From an optimization exercise on the open Yosys and OpenROAD flow, aimed at small area; shortcuts taken in it are not production practice.
In this exercise RTL edits were held to simulation tests only and were not proved equivalent to the original.
Power is estimated from default activity; no workload was simulated.

## flow/design.v (module list and top-level ports; edited modules follow where they fit)
// module core: 2429 lines
module core(clock, reset_n, ce, address, in, out, rd, we);
  // ...
==> flow/flow/run.sh <==
#!/bin/bash
# The standard layout (standard.sh) with two changes:
#  - after the standard synthesis, the combinational logic between the registers
#    is re-mapped for area with ABC's &nf mapper (flow/remap.tcl); the registers
#    keep their cells and names;
#  - the port buffers inserted at global placement are the smallest buffer cell.
set -euo pipefail
export RES_DIR=$PWD/orfs/results/${FLOW_PLATFORM}/core/base
export BUFFER_PORTS_ARGS="-buffer_cell sky130_fd_sc_hd__buf_1"
YOSYS=$FLOW_HOME/../tools/install/yosys/bin/yosys
bash standard.sh synth > standard_synth.log 2>&1
cp "$RES_DIR/1_2_yosys.v" "$RES_DIR/1_2_yosys_std.v"
"$YOSYS" -c flow/remap.tcl > remap.log 2>&1
rm -f "$RES_DIR/1_synth.odb" "$RES_DIR/1_synth.sdc"
bash standard.sh > standard.log 2>&1
==> flow/flow/dont_use.txt <==
-dont_use sky130_fd_sc_hd__probe_p_8 -dont_use sky130_fd_sc_hd__probec_p_8 -dont_use sky130_fd_sc_hd__lpflow_bleeder_1 -dont_use sky130_fd_sc_hd__lpflow_clkbufkapwr_1 -dont_use sky130_fd_sc_hd__lpflow_clkbufkapwr_16 -dont_use sky130_fd_sc_hd__lpflow_clkbufkapwr_2 -dont_use sky130_fd_sc_hd__lpflow_clkbufkapwr_4 -dont_use sky130_fd_sc_hd__lpflow_clkbufkapwr_8 -dont_use sky130_fd_sc_hd__lpflow_clkinvkapwr_1 -dont_use sky130_fd_sc_hd__lpflow_clkinvkapwr_16 -dont_use sky130_fd_sc_hd__lpflow_clkinvkapwr_2 -dont_use sky130_fd_sc_hd__lpflow_clkinvkapwr_4 -dont_use sky130_fd_sc_hd__lpflow_clkinvkapwr_8 -dont_use sky130_fd_sc_hd__lpflow_decapkapwr_12 -dont_use sky130_fd_sc_hd__lpflow_decapkapwr_3 -dont_use sky130_fd_sc_hd__lpflow_decapkapwr_4 -dont_use sky130_fd_sc_hd__lpflow_decapkapwr_6 -dont_use sky130_fd_sc_hd__lpflow_decapkapwr_8 -dont_use sky130_fd_sc_hd__lpflow_inputiso0n_1 -dont_use sky130_fd_sc_hd__lpflow_inputiso0p_1 -dont_use sky130_fd_sc_hd__lpflow_inputiso1n_1 -dont_use sky130_fd_sc_hd__lpflow_inputiso1p_1 -dont_use sky130_fd_sc_hd__lpflow_inputisolatch_1 -dont_use sky130_fd_sc_hd__lpflow_isobufsrc_1 -dont_use sky130_fd_sc_hd__lpflow_isobufsrc_16 -dont_use sky130_fd_sc_hd__lpflow_isobufsrc_2 -dont_use sky130_fd_sc_hd__lpflow_isobufsrc_4 -dont_use sky130_fd_sc_hd__lpflow_isobufsrc_8 -dont_use sky130_fd_sc_hd__lpflow_isobufsrckapwr_16 -dont_use sky130_fd_sc_hd__lpflow_lsbuf_lh_hl_isowell_tap_1 -dont_use sky130_fd_sc_hd__lpflow_lsbuf_lh_hl_isowell_tap_2 -dont_use sky130_fd_sc_hd__lpflow_lsbuf_lh_hl_isowell_tap_4 -dont_use sky130_fd_sc_hd__lpflow_lsbuf_lh_isowell_4 -dont_use sky130_fd_sc_hd__lpflow_lsbuf_lh_isowell_tap_1 -dont_use sky130_fd_sc_hd__lpflow_lsbuf_lh_isowell_tap_2 -dont_use sky130_fd_sc_hd__lpflow_lsbuf_lh_isowell_tap_4 
==> flow/flow/remap.tcl <==
# Re-maps the combinational logic of the standard synthesis netlist for area.
# The registers (and tie cells) are kept as they are, instance for instance:
# they are black boxes here, so only the logic between them is re-mapped.
yosys -import
set lib $::env(FLOW_HOME)/platforms/sky130hd/lib/sky130_fd_sc_hd__tt_025C_1v80.lib
set res $::env(RES_DIR)
set fp [open flow/dont_use.txt r]; set du [string trim [read $fp]]; close $fp
read_liberty -ignore_miss_func $lib
blackbox sky130_fd_sc_hd__dfxtp_1 sky130_fd_sc_hd__edfxtp_1 sky130_fd_sc_hd__conb_1
read_verilog $res/1_2_yosys_std.v
hierarchy -check -top core
flatten
yosys rename -hide w:*.*
opt_clean
tee -o remap_before.txt stat -liberty $lib
abc -liberty $lib {*}$du -script "+strash;&get -n;&dch;&nf -R 1000;&put;topo"
read_liberty -lib -ignore_redef $lib
splitnets
opt_clean -purge
hilomap -singleton -hicell sky130_fd_sc_hd__conb_1 HI -locell sky130_fd_sc_hd__conb_1 LO
insbuf -buf sky130_fd_sc_hd__buf_4 A X
check -assert
tee -o remap_after.txt stat -liberty $lib
write_verilog -noattr -nohex -nodec $res/1_2_yosys.v
==> flow/standard.sh <==
#!/bin/bash
# synth_recipe.tcl (not shown) runs the flow's synth.tcl, then flattens the netlist and writes it again
# the make line also repeats each setting of config.mk as NAME=value (left out here)
make -C /OpenROAD-flow-scripts/flow DESIGN_CONFIG=/design/flow/config.mk WORK_HOME=/design/flow/orfs CLKGATE_MAP_FILE= SYNTH_SCRIPT=/design/flow/synth_recipe.tcl "${@:-finish}"
==> flow/config.mk <==
export PLATFORM = sky130hd
export DESIGN_NAME = core
export DESIGN_NICKNAME = core
export VERILOG_FILES = /design/flow/design.v
export SDC_FILE = /design/flow/constraint.sdc
export NUM_CORES = 4
export LEC_CHECK = 0
export ABC_AREA = 1
export CAP_MARGIN = 20
export CORE_MARGIN = 2
export CORE_UTILIZATION = 45
export CTS_BUF_LIST = sky130_fd_sc_hd__clkbuf_8
export SLEW_MARGIN = 20
==> flow/constraint.sdc <==
create_clock -name core_clock -period 10.0 [get_ports {clock}]
set_input_delay 2.0000 -clock core_clock [delete_from_list [all_inputs] [get_ports {clock}]]
set_output_delay 2.0000 -clock core_clock [all_outputs]
set_load 0.01 [all_outputs]
==> summary.md, run 1 <==
| Metric | Value |
|---|---|
| Final ANT Viol Nets | `0` |
| Most frequent cells in the layout | `115 x nand2_1, 110 x a21oi_1, 97 x nor2_1` |
| CP startpoint kind | `primary input` |
| Reg-to-reg endpoint | `fz` |
| Worst Reg-to-Reg Cells | `29` |
| CP most frequent cell | `a21oi_1` |
| Biggest consumer | `combinational logic` |
| # nets final | `~970` |
| Setup Buffers After CTS | `0` |
| Net switching power | `roughly 750 µW` |
| Biggest regs | `ab (16), pc (16)` |
| Clock power frac | `0.190` |
| Top cell category | `multi-input combinational cells` |
| Vias in the first global route | `7313` |
| Power of the clock network | `298 µW` |
| Post-route minimum period | `between 9 and 10 ns` |
| Crit. End Element | `flop` |
| Skew final | `0.0162 ns` |
| Fillers | `about 1500` |
| # diodes | `0` |
| Required @ worst endpoint | `about 10 ns` |
| Non-clk invs | `24` |
| Hold Path Sink | `fi` |
| Antenna violations before repair | `0` |
| Die span in y | `126 µm` |
| Period utilization | `0.911` |
| DP HPWL | `22.0 mm` |
| Hold_buf cts | `0` |
| DR top layer | `met4` |
| VDD IR max | `~0.13 mV` |
| Run status | `finished clean` |
| FFs & Latches | `93` |
| Syn_nets | `899` |
| Overall power | `between 1.5 and 2 mW` |
| WL final | `29.2 mm` |
| I/O pins | `37` |
==> inputs of run 2 (changes only) <==
==> flow/flow/run.sh (replaced) <==
#!/bin/bash
# The standard layout (standard.sh) with these changes:
#  - after the standard synthesis, the combinational logic between the registers
#    is re-mapped for area with ABC's &nf mapper (flow/remap.tcl); the registers
#    keep their cells and names;
#  - the port buffers inserted at global placement are the smallest buffer cell;
#  - clock tree synthesis inserts no dummy loads.
set -euo pipefail
export RES_DIR=$PWD/orfs/results/${FLOW_PLATFORM}/core/base
export BUFFER_PORTS_ARGS="-buffer_cell sky130_fd_sc_hd__buf_1"
export CTS_ARGS="-sink_clustering_enable -repair_clock_nets -buf_list sky130_fd_sc_hd__clkbuf_8 -dont_use_dummy_load"
YOSYS=$FLOW_HOME/../tools/install/yosys/bin/yosys
bash standard.sh synth > standard_synth.log 2>&1
cp "$RES_DIR/1_2_yosys.v" "$RES_DIR/1_2_yosys_std.v"
"$YOSYS" -c flow/remap.tcl > remap.log 2>&1
rm -f "$RES_DIR/1_synth.odb" "$RES_DIR/1_synth.sdc"
bash standard.sh > standard.log 2>&1
--- a/flow/flow/remap.tcl
+++ b/flow/flow/remap.tcl
@@ -13,7 +13,7 @@
 yosys rename -hide w:*.*
 opt_clean
 tee -o remap_before.txt stat -liberty $lib
-abc -liberty $lib {*}$du -script "+strash;&get -n;&dch;&nf -R 1000;&put;topo"
+abc -liberty $lib {*}$du -script "+strash;&get -n;&dch;&nf -R 1000 -F 10 -A 10 -a -p;&put;topo"
 read_liberty -lib -ignore_redef $lib
 splitnets
 opt_clean -purge
==> run 2 against run 1 <==
Highest routed layer unchanged. Largest cell class unchanged. Area after synthesis decreased by 0.74%. Maximum frequency shrank 1.7%. Power shrank 4.8%. Combinational power barely moved. Non-clock buffer count increased by 6. Register-to-register slack worse by 0.60 ns. Clock skew grew 0.014 ns. Via count hardly changed. Synthesized cell count fell by 1.0%. Critical path depth is 2 lower. Die area decreased by 0.72%. Still clean.
==> summary.md, run 2 <==
| Metric | Value |
|---|---|
| Worst Reg-to-Reg Cells | `28 (-3.4%)` |
| # rows | `44` |
| Final ANT Viol Nets | `0 (unchanged)` |
| Slowest CP cell | `a31oi_1` |
| Total global-route track usage | `0.360` |
| Slew headroom | `0.214` |
| Net switching power | `730 µW (-2.1%)` |
| Overall power | `1.49 mW (-4.8%)` |
| Slew Limit Fails | `0` |
| IO Port Bufs | `36` |
| Post-Syn Instances | `879` |
| Switching Fraction | `0.489` |
| Post-route DRC | `0` |
| CTS Buf Count | `9` |
| Skew-Pair Late Insertion Delay | `0.39 ns` |
| RSZ-0062 raised after global routing | `no` |
| First-pass GRT wire length | `about 44 mm` |
| Max_cap viols | `0` |
| CP peak stage delay | `0.59 ns` |
| Count of final setup violators | `0` |
| Syn_nets | `890 (-1.0%)` |
| Worst r2r src | `op[5]` |
| Initial Util | `0.460` |
| Post-Route Utilization | `0.509` |
| Min-delay src | `x[4]` |
| Antenna violations before repair | `0 (unchanged)` |
| Final Hold Violating Endpoints | `0` |
| Biggest regs | `ab (16), pc (16)` |
| CP most frequent cell | `nor2_1` |
| Setup TNS | `0 ns` |
| Clock power frac | `0.145 (-0.045)` |
| H-tree depth | `3` |
| Post-synthesis instance area | `around 6700 µm²` |
| Die Wd | `~130 µm` |
| Core region area | `about 15000 µm²` |
| Clock root buffer | `clkbuf_8` |
| Internal power | `between 700 and 800 µW` |
| Skew final | `0.0303 ns (+0.0141 ns)` |
| PD cells | `202 nW/µm²` |
| GR Overflow Total | `0` |
| Post-DR vias/cell | `between 7 and 8` |
| Layout cell share with drive strength beyond 1 | `0.0430` |
| Die area | `15800 µm²` |
| Sink Count | `between 90 and 100` |
| DP HPWL | `21.4 mm (-2.7%)` |
| Hold/Removal Path Class | `flop to flop` |
| Fillers | `1458 (-0.88%)` |
| Routed len/inst | `about 26 µm` |
| # nets final | `966 (-0.31%)` |
| CP startpoint kind | `primary input` |
| Synth Warn # | `1` |
| Total number of vias | `roughly 8000` |
| Crit path max fanout | `7` |
| I/O pins | `37 (unchanged)` |
| # diodes | `0 (unchanged)` |
| Die span in y | `126 µm (-0.36%)` |
| Setup Buffers After CTS | `0 (unchanged)` |
| Commonest non-fill, non-tap cell in the layout | `a21oi_1` |
| VDD IR max | `0.146 mV (+8.4%)` |
| GPL Wtd Cong | `around 1` |
| Logic pwr share | `0.517` |
| Initial DRC count | `between 1000 and 1500` |
| Seq pwr share | `0.339` |
| R2r setup slk | `between 1.5 and 2 ns` |
| Run status | `finished clean` |
| Post-route minimum period | `9.27 ns (+0.159 ns)` |
| Hold path cells | `2` |
| Most frequent cells in the layout | `114 x a21oi_1, 110 x o21ai_0, 109 x nand2_1` |
| Area Overhead vs Synth | `10.6%` |
| CTS tree | `yes` |
| Crit. End Element | `flop` |
| Reg-to-reg endpoint | `fz` |
| Period utilization | `0.927 (+0.0159)` |
| Initial DRT Pass Iterations | `8` |
| WL final | `29.2 mm (-0.26%)` |
| Vias in the first global route | `7240 (-1.0%)` |
| Clk buf depth | `2` |
| Mean post-synth cell area | `around 7.6 µm²` |
| Hold Path Sink | `x[4]` |
| FMAX | `108 MHz` |
| Leak pwr | `~2.5 nW` |
| Critical Setup Path Class | `primary input to flop` |
| CTS clk-pin slew, worst paths | `~0.09 ns` |
| Worst slew pin tran | `about 1.2 ns` |
| Worst EP arrival | `roughly 9.6 ns` |
| Largest net degree at the start of global routing | `50` |
| Required @ worst endpoint | `10.30 ns (+0.02 ns)` |
## run 2: per-stage QoR
stage | setup slack (ns) | hold WS [ns] | instances | instance area (µm²)
after floorplan | 2.29 | 0.439 | 879 | 6690
after global placement | 0.515 | 0.483 | 1128 | 7270
after detailed placement | 0.290 | 0.495 | 1128 | 7270
after CTS | 0.672 | 0.518 | 1137 | 7390
after global routing | 0.0849 | 0.537 | 1137 | 7400
final | 0.731 | 0.512 | 1137 | 7400
## run 2: worst max-delay path, delay by kind of cell
| kind | cells | cell delay (ns) |
|---|---|---|
| AOI/OAI and AO/OA | 12 | 3.22 |
| xor gates and xnor gates | 1 | 0.34 |
| adders and majority gates | 2 | 0.88 |
| buffers and inverters | 6 | 0.95 |
| and+or+nand+nor | 12 | 2.18 |
## run 2: what timing repair did
action / in CTS / in global routing
gates resized for setup: 0 / 1
hold buffers: 0 / 0
endpoints found under the setup margin: 0 / 1
## run 2: power by group through the flow
stage / sequential [mW] / combinational, mW / clock (mW)
after CTS: 0.502 / 0.737 / 0.217
after detailed placement: 0.510 / 0.734 / 0
after global routing: 0.509 / 0.824 / 0.231
after global placement: 0.510 / 0.728 / 0
after floorplan: 0.488 / 0.474 / 0
final: 0.506 / 0.771 / 0.216
## run 2: worst max path at each step
stage,from,to,slack (ns),cells after the start
floorplan,in[7],pc[15],2.29,34
global placement,in[4],fz,0.51,33
detailed placement,in[4],fz,0.29,33
CTS,in[4],fz,0.67,33
global route,in[4],fz,0.08,33
finish,in[4],fz,0.73,33
## run 2: final cells by class
| type | count | area (µm²) | share of cell area |
|---|---|---|---|
| timing repair buffer | 65 | 354 | 0.0479 |
| tap | 184 | 230 | 0.0311 |
| multi-input combinational | 762 | 4440 | 0.600 |
| sequential | 93 | 2160 | 0.292 |
| clock buffer | 9 | 124 | 0.0167 |
| inverter | 24 | 90.1 | 0.0122 |
## run 2: metal layers
layer	GRT usage	vias up	wire (µm)
met5	0	-	0
met1	0.504	3733	11800
met2	0.546	632	12500
met3	0.0714	86	3680
met4	0.144	0	1160
li1	-	3545	-
==> inputs of run 3 (changes only) <==
--- a/flow/config.mk
+++ b/flow/config.mk
@@ -10,4 +10,5 @@
 export CORE_MARGIN = 2
 export CORE_UTILIZATION = 45
 export CTS_BUF_LIST = sky130_fd_sc_hd__clkbuf_8
+export GPL_TIMING_DRIVEN = 0
 export SLEW_MARGIN = 20
==> run 3 against run 2 <==
Still clean on timing, DRC and antenna. Clock skew about the same. Sequential power up 2%. Utilization down 0.90 points. Routed wire length is 1.3% lower. Clock-buffer cell count did not move.
==> summary.md, run 3 <==
| Metric | Value |
|---|---|
| GPL Wtd Cong | `0.973 (-3.0%)` |
| Mean post-synth cell area | `7.61 µm² (unchanged)` |
| Critical Setup Path Class | `primary input to flop` |
| I/O pins | `37 (unchanged)` |
| Biggest regs | `ab (16), pc (16)` |
| Initial DRC count | `1398 (+6.6%)` |
| # diodes | `0 (unchanged)` |
| Area Overhead vs Synth | `8.68%` |
| Post-route DRC | `0 (unchanged)` |
| Commonest non-fill, non-tap cell in the layout | `a21oi_1` |
| Final Hold Violating Endpoints | `0 (unchanged)` |
| PD cells | `202 nW/µm² (+0.32%)` |
| Reg-to-reg endpoint | `fz` |
| Skew-Pair Late Insertion Delay | `0.40 ns (about the same)` |
| Slew headroom | `0.224 (+0.0103)` |
| CP startpoint kind | `primary input` |
| Post-Route Utilization | `0.500 (-0.00904)` |
| VDD IR max | `0.167 mV (+15%)` |
| Leak pwr | `2.39 nW (-4.0%)` |
| Required @ worst endpoint | `10.31 ns (about the same)` |
| R2r setup slk | `1.61 ns (-0.30 ns)` |
| Run status | `finished clean` |
| Worst EP arrival | `9.66 ns (+0.09 ns)` |
| Final worst slack | `0.643 ns (-0.0874 ns)` |
| Antenna violations before repair | `0 (unchanged)` |
| Sink Count | `93 (unchanged)` |
| Hold Path Sink | `x[7]` |
| Most frequent cells in the layout | `112 x a21oi_1, 109 x nand2_1, 109 x o21ai_0` |
| Final cell count without fillers | `1112 (-2.2%)` |
| Fillers | `1509 (+3.5%)` |
| WL final | `28.8 mm (-1.3%)` |
| RSZ-0062 raised after global routing | `no` |
| Vias in the first global route | `7289 (+0.68%)` |
| Buf/Inv on CP | `6 (unchanged)` |
| Hold_buf cts | `0 (unchanged)` |
| Min-delay src | `x[7]` |
| Worst slew pin tran | `1.16 ns (-0.0128 ns)` |
| CTS tree | `yes` |
| Core region area | `14500 µm² (unchanged)` |
| Slew Limit Fails | `0 (unchanged)` |
| Total number of vias | `7913 (-1.0%)` |
| Hold path cells | `2 (unchanged)` |
| Post-Syn Instances | `879 (unchanged)` |
| CTS clk-pin slew, worst paths | `0.09 ns (about the same)` |
| Max_cap viols | `0 (unchanged)` |
| Clock root buffer | `clkbuf_8` |
| Post-synthesis instance area | `6690 µm² (unchanged)` |
| Count of final setup violators | `0 (unchanged)` |
| CP peak stage delay | `0.53 ns (-0.06 ns)` |
| Crit. End Element | `flop` |
| CTS Buf Count | `9 (unchanged)` |
| Layout cell share with drive strength beyond 1 | `0.0313 (-0.0118)` |
| Placed cells | `1103 (-2.2%)` |
| # nets final | `941 (-2.6%)` |
| CP most frequent cell | `nor2_1` |
| Final ANT Viol Nets | `0 (unchanged)` |
| FMAX | `107 MHz (-0.93%)` |
| Overall power | `1.47 mW (-1.5%)` |
| Post-DR vias/cell | `7.12 (+1.2%)` |
| Setup Buffers After CTS | `0 (unchanged)` |
| Slowest CP cell | `or3_1` |
| Worst Reg-to-Reg Cells | `28 (unchanged)` |
| First-pass GRT wire length | `43.8 mm (-0.44%)` |
| H-tree depth | `3 (unchanged)` |
| Synth Warn # | `1 (unchanged)` |
| Final Hold Slack | `0.512 ns (-0.000965 ns)` |
| Pre-CTS WS | `-0.174 ns (-0.464 ns)` |
| Routed len/inst | `25.9 µm (+0.96%)` |
| Skew final | `0.0299 ns (-0.000428 ns)` |
| Period utilization | `0.936 (+0.00874)` |
| Initial Util | `0.460 (unchanged)` |
| Post-route minimum period | `9.36 ns (+0.0874 ns)` |
| Die Wd | `126 µm (unchanged)` |
| Die area | `15800 µm² (unchanged)` |
| Total global-route track usage | `0.356 (-0.00378)` |
| Worst r2r src | `op[6]` |
| Largest net degree at the start of global routing | `36 (-28%)` |
| Die span in y | `126 µm (unchanged)` |
| Kind of cell adding the most delay to the critical path | `compound AO/OA/AOI/OAI gates` |
| IO Port Bufs | `36 (unchanged)` |
| DP HPWL | `20.9 mm (-2.2%)` |
| Clk buf depth | `2 (unchanged)` |
| # rows | `44 (unchanged)` |
| CTS resizes | `0 (unchanged)` |
| Crit path max fanout | `14 (+7)` |
| Initial DRT Pass Iterations | `6 (-2)` |
| Hold/Removal Path Class | `flop to flop` |
| GR Overflow Total | `0 (unchanged)` |
| Syn_nets | `890 (unchanged)` |
## run 3: cell types whose count changed in the layout (fill, tap and decap cells not counted), moves of 2 or more
| cell | before | now |
|---|---|---|
| buf_2 | 0 | 2 |
| buf_1 | 35 | 30 |
| a21oi_2 | 1 | 3 |
| a21oi_1 | 114 | 112 |
| buf_4 | 29 | 3 |
| clkbuf_2 | 1 | 4 |
## run 3: where the power goes
group | internal (mW) | leakage, nW | total, mW | switching, mW
logic | 0.227 | 1.54 | 0.741 | 0.514
registers | 0.441 | 0.786 | 0.516 | 0.0744
clock network | 0.0811 | 0.0647 | 0.215 | 0.134
## run 3: worst register-to-register path: cells and delay by family, from the launching register on
| family | cells | cell delay, ns |
|---|---|---|
| compound gates | 13 | 3.61 |
| flops | 1 | 0.91 |
| simple gates | 6 | 1.18 |
| fa+ha+maj | 2 | 0.86 |
| xor+xnor | 1 | 0.39 |
| buf+inv | 6 | 1.37 |
## run 3: layout make-up
cell class              count  area, µm²  area share
multi-input cells         762       4470       0.616
flip-flops and latches     93       2160       0.298
well taps                 184        230      0.0317
repair buffers             40        185      0.0255
clock buffers               9        124      0.0170
inverters                  24       90.1      0.0124
## run 3: per-stage QoR
stage,cell area [µm²],setup TNS (ns)
6_report,7270,0
5_1_grt,7270,0
4_1_cts,7240,0
3_5_place_dp,7120,-0.174
3_3_place_gp,7050,0
2_1_floorplan,6690,0
## run 3: how the worst max path moves through the flow
stage           from  endpoint  slack [ns]  cells after the start
2_1_floorplan  in[7]    pc[15]        2.29                     34
3_3_place_gp   in[5]        fz        0.02                     25
3_5_place_dp   in[4]        fz       -0.17                     33
4_1_cts        in[4]        fz        0.20                     33
5_1_grt        in[4]        fz        0.04                     33
6_report       in[1]        fz        0.64                     32
## run 3: per-layer routing
| layer | vias up | routed length [µm] | global-route usage |
|---|---|---|---|
| met3 | 93 | 3220 | 0.0680 |
| met5 | - | 0 | 0 |
| met4 | 0 | 1050 | 0.149 |
| li1 | 3498 | - | - |
| met1 | 3753 | 11700 | 0.497 |
| met2 | 569 | 12800 | 0.543 |
==> inputs of run 4 (changes only) <==
==> flow/run.sh (new file) <==
#!/bin/bash
# synth_recipe.tcl (not shown) runs the flow's synth.tcl, then flattens the netlist and writes it again
# the make line also repeats each setting of config.mk as NAME=value (left out here)
make -C /OpenROAD-flow-scripts/flow DESIGN_CONFIG=/design/flow/config.mk WORK_HOME=/design/flow/orfs CLKGATE_MAP_FILE= SYNTH_SCRIPT=/design/flow/synth_recipe.tcl finish
--- a/flow/config.mk
+++ b/flow/config.mk
@@ -10,5 +10,4 @@
 export CORE_MARGIN = 2
 export CORE_UTILIZATION = 45
 export CTS_BUF_LIST = sky130_fd_sc_hd__clkbuf_8
-export GPL_TIMING_DRIVEN = 0
 export SLEW_MARGIN = 20
removed: flow/flow/run.sh
removed: flow/flow/dont_use.txt
removed: flow/flow/remap.tcl
removed: flow/standard.sh
==> run 4 against run 3 <==
Clock-buffer cell count unchanged. Utilization grew 0.36 points. Sequential share of layout area is 4.9 points lower. Critical path type unchanged. Critical endpoint is now pc[14]. Largest power group unchanged.
==> summary.md, run 4 <==
| Metric | Value |
|---|---|
| CTS Buf Count | `9 (unchanged)` |
| # diodes | `0 (unchanged)` |
| Post-synthesis instance area | `7970 µm² (+19%)` |
| Total global-route track usage | `0.367 (+0.0103)` |
| Skew final | `0.0136 ns (-0.0163 ns)` |
| Run status | `finished clean` |
| Hold_buf cts | `0 (unchanged)` |
| Final Hold Slack | `0.476 ns (-0.0352 ns)` |
| Crit path max fanout | `14 (unchanged)` |
| Initial DRT Pass Iterations | `6 (unchanged)` |
| CTS tree | `yes` |
| Largest net degree at the start of global routing | `35 (-2.8%)` |
| R2r setup slk | `2.79 ns (+1.18 ns)` |
| Biggest regs | `ab (16), pc (16)` |
| Post-route design area | `8710 µm² (+20%)` |
| Initial DRC count | `1218 (-13%)` |
| H-tree depth | `3 (unchanged)` |
| CTS clk-pin slew, worst paths | `0.10 ns (about the same)` |
| FMAX | `117 MHz (+9.4%)` |
| Met2 Use GR | `0.565 (+0.0225)` |
| Mean post-synth cell area | `6.51 µm² (-14%)` |
| Seq/Total Area, Yosys | `0.271` |
| Antenna violations before repair | `0 (unchanged)` |
| Period utilization | `0.856 (-0.0800)` |
| Worst Reg-to-Reg Cells | `35 (+25%)` |
| CTS resizes | `0 (unchanged)` |
| Met3 Track Usage GR | `0.0685 (+0.000549)` |
| Hold Path Sink | `fn` |
| Overall power | `1.85 mW (+26%)` |
| Post-DR vias/cell | `6.07 (-15%)` |
| Slew headroom | `0.311 (+0.0871)` |
| Crit. End Element | `flop` |
| Most frequent cell after synthesis | `nand2_1` |
| Skew-Pair Late Insertion Delay | `0.39 ns (about the same)` |
| Die span in y | `137 µm (+8.9%)` |
| CP peak stage delay | `0.86 ns (+0.33 ns)` |
| #FFs+latches synth | `93` |
| WL final | `33.8 mm (+17%)` |
| Commonest non-fill, non-tap cell in the layout | `nand2_1` |
| Reg-to-reg endpoint | `fz` |
| # nets final | `1290 (+37%)` |
| Die Wd | `137 µm (+8.9%)` |
| Die area | `18800 µm² (+19%)` |
| Slowest CP cell | `clkdlybuf4s50_1` |
| Initial Util | `0.461 (+0.000824)` |
| Syn_nets | `1267 (+42%)` |
| Synth Warn # | `1 (unchanged)` |
| Min-delay src | `fn` |
| Critical Setup Path Class | `primary input to flop` |
| RSZ-0062 raised after global routing | `no` |
| Hold/Removal Path Class | `flop to flop` |
| Post-Syn Instances | `1224 (+39%)` |
| Clock root buffer | `clkbuf_8` |
| Vias in the first global route | `8288 (+14%)` |
| Setup Buffers After CTS | `0 (unchanged)` |
| Total number of vias | `8962 (+13%)` |
| Count of final setup violators | `0 (unchanged)` |
| # rows | `48 (+9.1%)` |
| Layout cell share with drive strength beyond 1 | `0.0823 (+0.0510)` |
| Synth area leaders | `dfxtp_1 16%, nand2_1 14%, edfxtp_1 11%` |
| Setup TNS | `0 ns (unchanged)` |
| Post-DP Area | `8490 µm² (+19%)` |
| Post-synth cell types | `a little under 60` |
| DP HPWL | `26.2 mm (+25%)` |
| Max_cap viols | `0 (unchanged)` |
| Area Overhead vs Synth | `9.28%` |
| Worst r2r src | `t[4]` |
| Worst slew pin tran | `1.03 ns (-0.134 ns)` |
| IO Port Bufs | `36 (unchanged)` |
| Post-route minimum period | `8.56 ns (-0.800 ns)` |
| Number of synthesized flops with an enable pin | `30` |
| Sink Count | `93 (unchanged)` |
| GR Overflow Total | `0 (unchanged)` |
| First-pass GRT wire length | `50.6 mm (+16%)` |
| Most frequent cells in the layout | `291 x nand2_1, 173 x inv_1, 118 x o21ai_0` |
| Top FF cell, synth | `dfxtp_1` |
| Most Used Layer, Global Route | `met2` |
| Synth top area share | `0.158` |
| Routed len/inst | `22.9 µm (-12%)` |
| Required @ worst endpoint | `10.29 ns (-0.02 ns)` |
| Multi-input logic area | `4870 µm² (+8.9%)` |
| GRT met1 Usage | `0.501 (+0.00412)` |
| Post-synth top area cell | `dfxtp_1` |
| Most common library cells after synthesis | `291 x nand2_1, 171 x inv_1, 118 x o21ai_0` |
| Leak pwr | `4.00 nW (+67%)` |
| Async set-reset flop share out of synthesis | `0` |
| Final Hold Violating Endpoints | `0 (unchanged)` |
| Fillers | `1867 (+24%)` |
| Buf/Inv on CP | `6 (unchanged)` |
| Worst EP arrival | `8.85 ns (-0.81 ns)` |
| GPL Wtd Cong | `1.10 (+13%)` |
| Clk buf depth | `2 (unchanged)` |
| Kind of cell adding the most delay to the critical path | `simple AND/OR/NAND/NOR gates` |
| Final ANT Viol Nets | `0 (unchanged)` |
| Sequential standard cell area | `2160 µm² (unchanged)` |
| Post-route DRC | `0 (unchanged)` |
| CP startpoint kind | `primary input` |
| Hold path cells | `2 (unchanged)` |
| Core region area | `17300 µm² (+19%)` |
| PD cells | `213 nW/µm² (+5.1%)` |
| I/O pins | `37 (unchanged)` |
| VDD IR max | `0.209 mV (+25%)` |
| Slew Limit Fails | `0 (unchanged)` |
run 4: changes by cell type in the layout (fill, tap and decap cells not counted), sizes merged, moves of 24 or more:
| cell | previous run | this run |
|---|---|---|
| nor2 | 87 | 119 |
| nor2b | 24 | 0 |
| nand2 | 109 | 306 |
| a21oi | 115 | 85 |
| inv | 0 | 192 |
| nand3 | 29 | 76 |
| clkdlybuf4s50 | 0 | 36 |
| ha | 0 | 25 |
run 4: worst max path at each step:
stage / cells past startpoint / endpoint / from
floorplan: 44 / pc[14] / in[5]
global placement: 43 / pc[14] / in[6]
detailed placement: 44 / pc[15] / in[6]
CTS: 44 / pc[15] / in[6]
global route: 44 / pc[15] / in[6]
finish: 43 / pc[14] / in[6]
run 4: through the flow:
stage	cells	utilization	setup WS, ns
6_report	1477	0.504	1.44
5_1_grt	1477	0.504	0.936
3_3_place_gp	1461	0.491	1.37
4_1_cts	1477	0.503	1.63
3_5_place_dp	1461	0.491	1.26
2_1_floorplan	1224	-	2.83
run 4: kinds of logic (layout without fill, tap and decap cells):
kind of cell	count (synthesis)	in the layout	share of synthesized area
compound gates	309	309	0.229
xor+xnor	7	7	0.00863
fa+ha+maj	32	32	0.0568
buf+inv	227	255	0.118
flops	93	93	0.271
mux	1	1	0.00141
simple gates	555	555	0.315
run 4: cell type report:
type,count,area share
clock inverters,7,0.0105
repair buffers,50,0.0534
clock buffers,9,0.0142
inverters,189,0.0820
flip-flops and latches,93,0.248
multi-input cells,904,0.559
well taps,225,0.0323
run 4: worst reg2reg max path, delay by kind of cell (launching register included):
family | cells | cell delay [ns]
fa+ha+maj | 9 | 3.24
simple gates | 14 | 1.85
buf+inv | 7 | 0.72
compound gates | 5 | 0.72
flops | 1 | 0.60
run 4: metal layers:
| layer | vias up | wire length (µm) |
|---|---|---|
| li1 | 4157 | - |
| met3 | 100 | 3710 |
| met1 | 4103 | 13800 |
| met4 | 0 | 1500 |
| met2 | 602 | 14800 |
| met5 | - | 0 |
run 4: power breakdown:
part / internal [mW] / total (mW) / switching, mW
clock: 0.141 / 0.293 / 0.152
sequential: 0.448 / 0.500 / 0.0520
combinational: 0.325 / 1.06 / 0.736

-- what the ideal ports hide --
No port has a modelled driver above. Below, the same layouts with a new extraction and two added sets of constraints. Step 1 assumes that a clkbuf_16 drives the clock port and a buf_2 every other input. Step 2, shift: input delay + t, output delay - t, t = (earliest + latest rising clock arrival at the registers) / 2. This alone moves slack from input paths to output paths. Three values: no drivers, after step 1, after step 2; two values: the first two.
run | t, ns | slack for setup (ns) | worst hold slack (ns) | worst setup path at the end | pins driven straight from the clock port
run 1 | 0.433 | 0.890 / 0.904 / 0.471 | 0.481 / 0.481 / 0.481 | input to register | 1
run 2 | 0.415 | 0.731 / 0.746 / 0.331 | 0.512 / 0.512 / 0.512 | input to register | 1
run 3 | 0.418 | 0.643 / 0.660 / 0.241 | 0.512 / 0.512 / 0.512 | input to register | 1
run 4 | 0.422 | 1.444 / 1.448 / 1.026 | 0.476 / 0.476 / 0.476 | input to register | 1
After both steps every run listed still meets setup and hold. For run 1, which loses most, drivers alone change the setup slack by +0.014 ns; drivers and shift together by -0.419 ns.
